This is an optimization exercise on Yosys and OpenROAD, whose aim is small area and few clock cycles, not a production implementation.
In this exercise RTL edits were held to simulation tests only and were not proved equivalent to the original.
Power figures rest on the tool's default switching activity, not on a simulated workload.

==> config.mk <==
export PLATFORM = sky130hd
export DESIGN_NAME = procMonoc
export DESIGN_NICKNAME = procMonoc
export VERILOG_FILES = /design/flow/design.v
export SDC_FILE = /design/flow/constraint.sdc
export NUM_CORES = 4
export LEC_CHECK = 0
export CAP_MARGIN = 20
export CORE_MARGIN = 2
export CORE_UTILIZATION = 40
export PLACE_DENSITY = 0.6
export SETUP_SLACK_MARGIN = 0.5
export SLEW_MARGIN = 20
export SYNTH_HIERARCHICAL = 1
==> constraint.sdc <==
create_clock -name core_clock -period 12.0 [get_ports {clk}]
set_input_delay 2.4000 -clock core_clock [delete_from_list [all_inputs] [get_ports {clk}]]
set_output_delay 2.4000 -clock core_clock [all_outputs]
set_load 0.01 [all_outputs]
==> design.v <==
module rfBit (
    input  logic clk,
    input  logic we,
    input  logic wen,
    input  logic d,
    output logic q
);
  always_ff @(posedge clk) q <= (we & d) | (wen & q);
endmodule
module rfAoi3 (
    input  logic [2:0] sel,
    input  logic [2:0] data,
    output logic       outN
);
  assign outN = ~|(sel & data);
endmodule
module rfRead (
    input  logic [30:0] sel,
    input  logic [30:0] data,
    output logic        out
);
  logic [10:0] n;
  genvar g;
  generate
    for (g = 0; g < 10; g++) begin : g_aoi
      rfAoi3 a(.sel(sel[3*g +: 3]), .data(data[3*g +: 3]), .outN(n[g]));
    end
  endgenerate
  assign n[10] = ~(sel[30] & data[30]);
  assign out = ~&n;
endmodule
module RegUnit (
    input  logic        clk,
    input  logic        rst,
    input  logic        we,
    input  logic [4:0]  wrAddr,
    input  logic [4:0]  rdAddr1,
    input  logic [4:0]  rdAddr2,
    input  logic [31:0] wrData,
    output logic [31:0] rdData1,
    output logic [31:0] rdData2
);
  logic [30:0] q [0:31];      
  logic [31:1] wsel, sel1, sel2;
  logic [31:0] d;
  assign d = rst ? 32'b0 : wrData;
  genvar r, b;
  generate
    for (r = 1; r < 32; r++) begin : g_reg
      assign wsel[r] = rst || (we && (wrAddr == r));
      assign sel1[r] = (rdAddr1 == r);
      assign sel2[r] = (rdAddr2 == r);
      for (b = 0; b < 32; b++) begin : g_bit
        rfBit bc(.clk(clk), .we(wsel[r]), .wen(~wsel[r]), .d(d[b]), .q(q[b][r-1]));
      end
    end
    for (b = 0; b < 32; b++) begin : g_rd
      rfRead rd1(.sel(sel1), .data(q[b]), .out(rdData1[b]));
      rfRead rd2(.sel(sel2), .data(q[b]), .out(rdData2[b]));
    end
  endgenerate
endmodule
module procMonoc(
    input logic clk,
    input logic rst,
    output logic [31:0] imem_addr,
    input logic [31:0] imem_rdata,
    output logic [31:0] dmem_addr,
    output logic [1:0] dmem_size,
    output logic dmem_we,
    output logic [31:0] dmem_wdata,
    input logic [31:0] dmem_rdata
);
    logic [31:0] inst;
    assign inst = imem_rdata;
    logic [31:2] pc;
    assign imem_addr = {pc, 2'b00};
    logic i6, i5, i4, i3, i2;
    assign {i6, i5, i4, i3, i2} = inst[6:2];
    logic [2:0] f3;
    assign f3 = inst[14:12];
    logic isStore, isBranch, isJal, isJalr, isJump, isLoad, isLui, isUpper, isAlu, isOp, rfWe, useRs2;
    assign isStore  = ~i6 & i5 & ~i4;
    assign isBranch = i6 & ~i2;
    assign isJal    = i6 & i3;
    assign isJalr   = i6 & i2 & ~i3;
    assign isJump   = i6 & i2;
    assign isLoad   = ~i6 & ~i5 & ~i4;
    assign isLui    = i5 & i4 & i2;
    assign isUpper  = i4 & i2;
    assign isAlu    = i4 & ~i2;
    assign isOp     = i5 & i4 & ~i2;
    assign rfWe     = ~(i5 & ~i4 & ~i2);
    assign useRs2   = i5 & ~i2 & (i4 | i6);
    logic [31:0] rs1, rs2, wd;
    RegUnit RU(.clk(clk), .rst(rst), .we(rfWe), .wrAddr(inst[11:7]),
               .rdAddr1(inst[19:15]), .rdAddr2(inst[24:20]), .wrData(wd),
               .rdData1(rs1), .rdData2(rs2));
    logic [31:0] immIS, immT;
    assign immIS = {{21{inst[31]}}, inst[30:25], isStore ? inst[11:7] : inst[24:20]};
    always_comb begin
        if (isUpper)      immT = {inst[31:12], 12'b0};
        else if (isJal)   immT = {{12{inst[31]}}, inst[19:12], inst[20], inst[30:21], 1'b0};
        else              immT = {{20{inst[31]}}, inst[7], inst[30:25], inst[11:8], 1'b0};
    end
    logic [31:2] tgt, pcInc;
    assign tgt   = (isLui ? 30'b0 : pc) + immT[31:2];
    assign pcInc = pc + 30'd1;
    logic [31:0] a, b, bx, xorR, alu, sh;
    logic sub, cout, lt, ltu, eq;
    logic [31:0] sum;
    assign a   = rs1;
    assign b   = useRs2 ? rs2 : immIS;
    assign sub = isBranch | (isAlu & ~f3[2] & f3[1]) | (isOp & (f3 == 3'b000) & inst[30]);
    assign bx  = b ^ {32{sub}};
    assign {cout, sum} = {1'b0, a} + {1'b0, bx} + {32'b0, sub};
    assign ltu  = ~cout;
    assign lt   = (a[31] ^ b[31]) ? a[31] : sum[31];
    assign xorR = a ^ b;
    assign eq   = ~|xorR;
    logic [31:0] shIn, shOut;
    logic left;
    assign left = ~f3[2];
    always_comb begin
        for (int k = 0; k < 32; k++) shIn[k] = left ? a[31 - k] : a[k];
    end
    assign shOut = $signed({inst[30] & ~left & a[31], shIn}) >>> b[4:0];
    always_comb begin
        for (int k = 0; k < 32; k++) sh[k] = left ? shOut[31 - k] : shOut[k];
    end
    always_comb begin
        case (f3)
            3'b000: alu = sum;
            3'b010: alu = {31'b0, lt};
            3'b011: alu = {31'b0, ltu};
            3'b100: alu = xorR;
            3'b110: alu = a | b;
            3'b111: alu = a & b;
            default: alu = sh;
        endcase
    end
    logic cond, taken;
    assign cond  = f3[0] ^ (f3[2] ? (f3[1] ? ltu : lt) : eq);
    assign taken = (isBranch & cond) | isJal;
    always_ff @(posedge clk) begin
        if (rst)         pc <= 30'b0;
        else if (isJalr) pc <= sum[31:2];
        else if (taken)  pc <= tgt;
        else             pc <= pcInc;
    end
    logic [31:0] ld;
    logic sgn;
    assign sgn = ~f3[2] & (f3[0] ? dmem_rdata[15] : dmem_rdata[7]);
    assign ld[7:0]   = dmem_rdata[7:0];
    assign ld[15:8]  = (f3[0] | f3[1]) ? dmem_rdata[15:8] : {8{sgn}};
    assign ld[31:16] = f3[1] ? dmem_rdata[31:16] : {16{sgn}};
    always_comb begin
        if (isAlu)       wd = alu;
        else if (isLoad) wd = ld;
        else if (isJump) wd = {pcInc, 2'b00};
        else             wd = {tgt, 2'b00};
    end
    assign dmem_addr  = sum;
    assign dmem_size  = f3[1:0];
    assign dmem_we    = isStore;
    assign dmem_wdata = rs2;
endmodule
==> run.sh <==
#!/bin/bash
# synth_recipe.tcl (not shown) runs the flow's synth.tcl, then flattens the netlist and writes it again
# the make line also repeats each setting of config.mk as NAME=value (left out here)
make -C /OpenROAD-flow-scripts/flow DESIGN_CONFIG=/design/flow/config.mk WORK_HOME=/design/flow/orfs CLKGATE_MAP_FILE= SYNTH_SCRIPT=/design/flow/synth_recipe.tcl finish
==> run summary <==
Unique masters post-synth=95; Crit path required time=9.60 ns; clock latency on the worst-skew pair=0.78 ns; DRT iter0 DRCs=around 12k; Synth top cells by count=dfxtp_1, a22o_1, a222oi_1; CTS tree=yes; final core occ=0.487; crit path time final=approximately 12 ns; Power Density=190 nW/um^2; slew of the pin with the lowest slew margin=1.39 ns; pin count of the biggest net entering global routing=83; routed vias/inst=7.54; number of synthesized flops with an enable pin=0; final setup TNS=0 ns; post-synth top area share=0.411; CTS root buf=clkbuf_16; Worst-path clk slew=~0.06 ns; routed wl met3=roughly 36000 um; share of cells above drive strength 1=0.135; Netlist Area Pre-Place=between 40000 and 50000 um^2; WL/cell=36.8 um; Final Cell Area=60200 um^2; Starting Density=0.403; Syn Inst Count=4853; first-pass GRT wire length=~360000 um; Crit Path Max Fanout=32; leak pwr=23.8 nW; Post-DRT Antenna Nets=0; Worst Setup Path Type=input pin to primary output; Synth Warn #=10; Vert. Die Dim=357 um; gp weighted congestion=slightly above 1; CTS Hold Buffers Added=0; Met1 Wirelength=94900 um; critical path arrival=9.28 ns; Critical Path Sink Type=primary output; synthesized flop and latch total=between 1k and 1.5k; Seq/Total Area, Yosys=0.411; core area=124000 um^2; Worst slew margin=0.0708; metal2 WL=106000 um; # rows=129; gr usage total=0.386; Top Layer Used=met5; drt total wl=between 200000 and 300000 um; Hold WC Path Type=register to register; count leader, synth=dfxtp_1; Pins Over Slew Limit=0; antenna violations before repair=21; dpl cell area=55900 um^2; Setup Skew=0.0492 ns; CTS buffer count=108; area grow syn2layout=20.9%; Post-synth ARST share=0; total grt overflow=0; clk sinks=1022; Final Hold Fails=0; Tcrit/Tclk final=0.973; status=no timing/DRC/antenna violations; DRC viols=0; final setup fails=0; Final HPWL DP=around 170000 um; CTS Buffer Depth=3; drt first pass iters=14; FMAX=85.6 MHz; H-tree levels=3; Die ar.=127000 um^2; Layout Nets=5487; main flop type after synthesis=dfxtp_1; via count=between 50k and 60k; largest area contributor in the netlist=dfxtp_1; I/O Buffers=160; RSZ-0062 raised after global routing=yes; startpoint types=input pin; number of global-route vias before repair=48.5k; max cap viols=0; Area contributors post-synth=dfxtp_1, a22o_1, a222oi_1; Syn Area/Cell=between 10 and 15 um^2; worst-case vdd ir drop=0.000143 V; I/O pins=about 170; Die X=357 um
registers in the layout (all words and copies together), names as in the netlist:
signal           count
pc                  30
RU.g.g_bit.bc.q    992
Yosys stat by module, one instance, submodules excluded:
module	flops+latches	times used	cell area, um^2
RegUnit	0	1	1260
rfBit	1	992	28.8
procMonoc	30	1	11800
rfRead	0	64	27.5
rfAoi3	0	640	10.0
cell type report:
type	instances	area, um^2
Clock inverter	44	639
Sequential cell	1022	20500
Tap cell	1637	2050
Inverter	90	338
Multi-Input combinational cell	3600	29400
Timing Repair Buffer	472	4140
Clock buffer	158	3150
Antenna cell	8	20.0
Fill cell	11500	63400
path summary, 6_finish.rpt:
check / startpoint / endpoint / slack [ns] / cells past startpoint
worst max register to register: RU.g_reg[28].g_bit[12].bc.q$_DFF_P_ / RU.g_reg[16].g_bit[25].bc.q$_DFF_P_ / 4.63 / 20
worst max-delay path: imem_rdata[18] / dmem_addr[25] / 0.32 / 16
worst min-delay path: RU.g_reg[2].g_bit[24].bc.q$_DFF_P_ / RU.g_reg[2].g_bit[24].bc.q$_DFF_P_ / 0.50 / 1
worst min register to register: RU.g_reg[2].g_bit[24].bc.q$_DFF_P_ / RU.g_reg[2].g_bit[24].bc.q$_DFF_P_ / 0.50 / 1
critical path, cell delays in order:
cell	delay (ns)
clkdlybuf4s50_1	0.78
nand2b_2	0.45
nor3_2	0.08
buf_4	0.33
a222oi_1	0.63
nand4_1	0.61
a2111o_1	0.68
ha_1	0.44
nand4_1	0.23
or4b_1	0.61
a31oi_2	0.36
o21bai_1	0.19
a21oi_1	0.20
a21boi_0	0.12
xnor2_1	0.48
clkdlybuf4s50_1	0.65
per-stage QoR:
step | hold slack [ns] | power, W | cells | setup slack, ns
floorplan | 0.460 | 0.00615 | 4854 | 1.40
global placement | 0.473 | 0.00764 | 6785 | 0.247
detailed placement | 0.475 | 0.00767 | 6785 | 0.264
CTS | 0.494 | 0.0113 | 7008 | 0.505
global route | 0.505 | 0.0117 | 7029 | 0.457
finish | 0.498 | 0.0114 | 7031 | 0.319
where the power goes:
group	internal [W]	switching (W)	total, W	leakage, nW
Sequential	0.00398	0.000490	0.00447	8.46
Clock	0.00207	0.00155	0.00362	1.85
Combinational	0.00129	0.00206	0.00335	13.5
Total	0.00734	0.00409	0.0114	23.8
logic make-up (layout without fill, tap and decap cells):
logic type | Yosys count | count (layout) | synth area share
other | 1 | 10 | 0.0000753
XOR/XNOR | 107 | 107 | 0.0188
AND/OR/NAND/NOR | 884 | 894 | 0.0913
flip-flops | 1022 | 1022 | 0.411
AO/OA/AOI/OAI | 2367 | 2367 | 0.404
adder cells (fa/ha/maj) | 127 | 127 | 0.0322
multiplexers | 103 | 103 | 0.0220
buffers and inverters | 242 | 764 | 0.0204
what timing repair did:
action,4_1_cts,5_1_grt
resized for setup,13,26
cloned,6,4
setup endpoints to repair,8,15
setup buffers,15,11
pin swaps,12,10
placed cells by master (no fill, tap or decap), types with 34 or more instances in the layout:
cell and instances:
dfxtp_1 1022, a22o_1 994, a222oi_1 640, buf_4 297
nand2_1 212, a21oi_1 181, nor2_1 162, clkdlybuf4s50_1 152
o21ai_0 138, nand4_1 138, ha_1 125, clkbuf_16 108
inv_1 88, mux2i_1 82, xnor2_1 78, a21o_1 70
a2111o_1 63, nand3_1 48, a211oi_1 43, and3_1 38
and2_1 37, nor2_4 34, nor2b_2 34
metal layers:
metal | vias up | track usage
li1 | 21900 | -
met1 | 25800 | 0.494
met2 | 4428 | 0.559
met3 | 955 | 0.112
met4 | 8 | 0.265
met5 | - | 0.00407
Testbench counts, summed over its fixed seeds: cycles 43,719.

[re-timing with driven ports]
Ports are ideal in the flow. The routed layout listed here was re-timed in OpenROAD. Step 1, drivers: a clkbuf_16 drives clk and a buf_2 each remaining input, both assumed. Step 2 times the ports against the registers' clock, not the clock port: input delays grow and output delays shrink by t, the midpoint of the rising clock arrivals with the driver on. a / b / c = no drivers / after step 1 / after step 2; a / b = the first two.
t (ns): 0.836
setup WS [ns]: 0.319 / 0.203 / 0.203
worst data-port slew with drivers (ns): 0.15
After both steps this run still meets setup and hold. For this run, drivers alone change the setup slack by -0.116 ns; drivers and shift together by -0.116 ns.
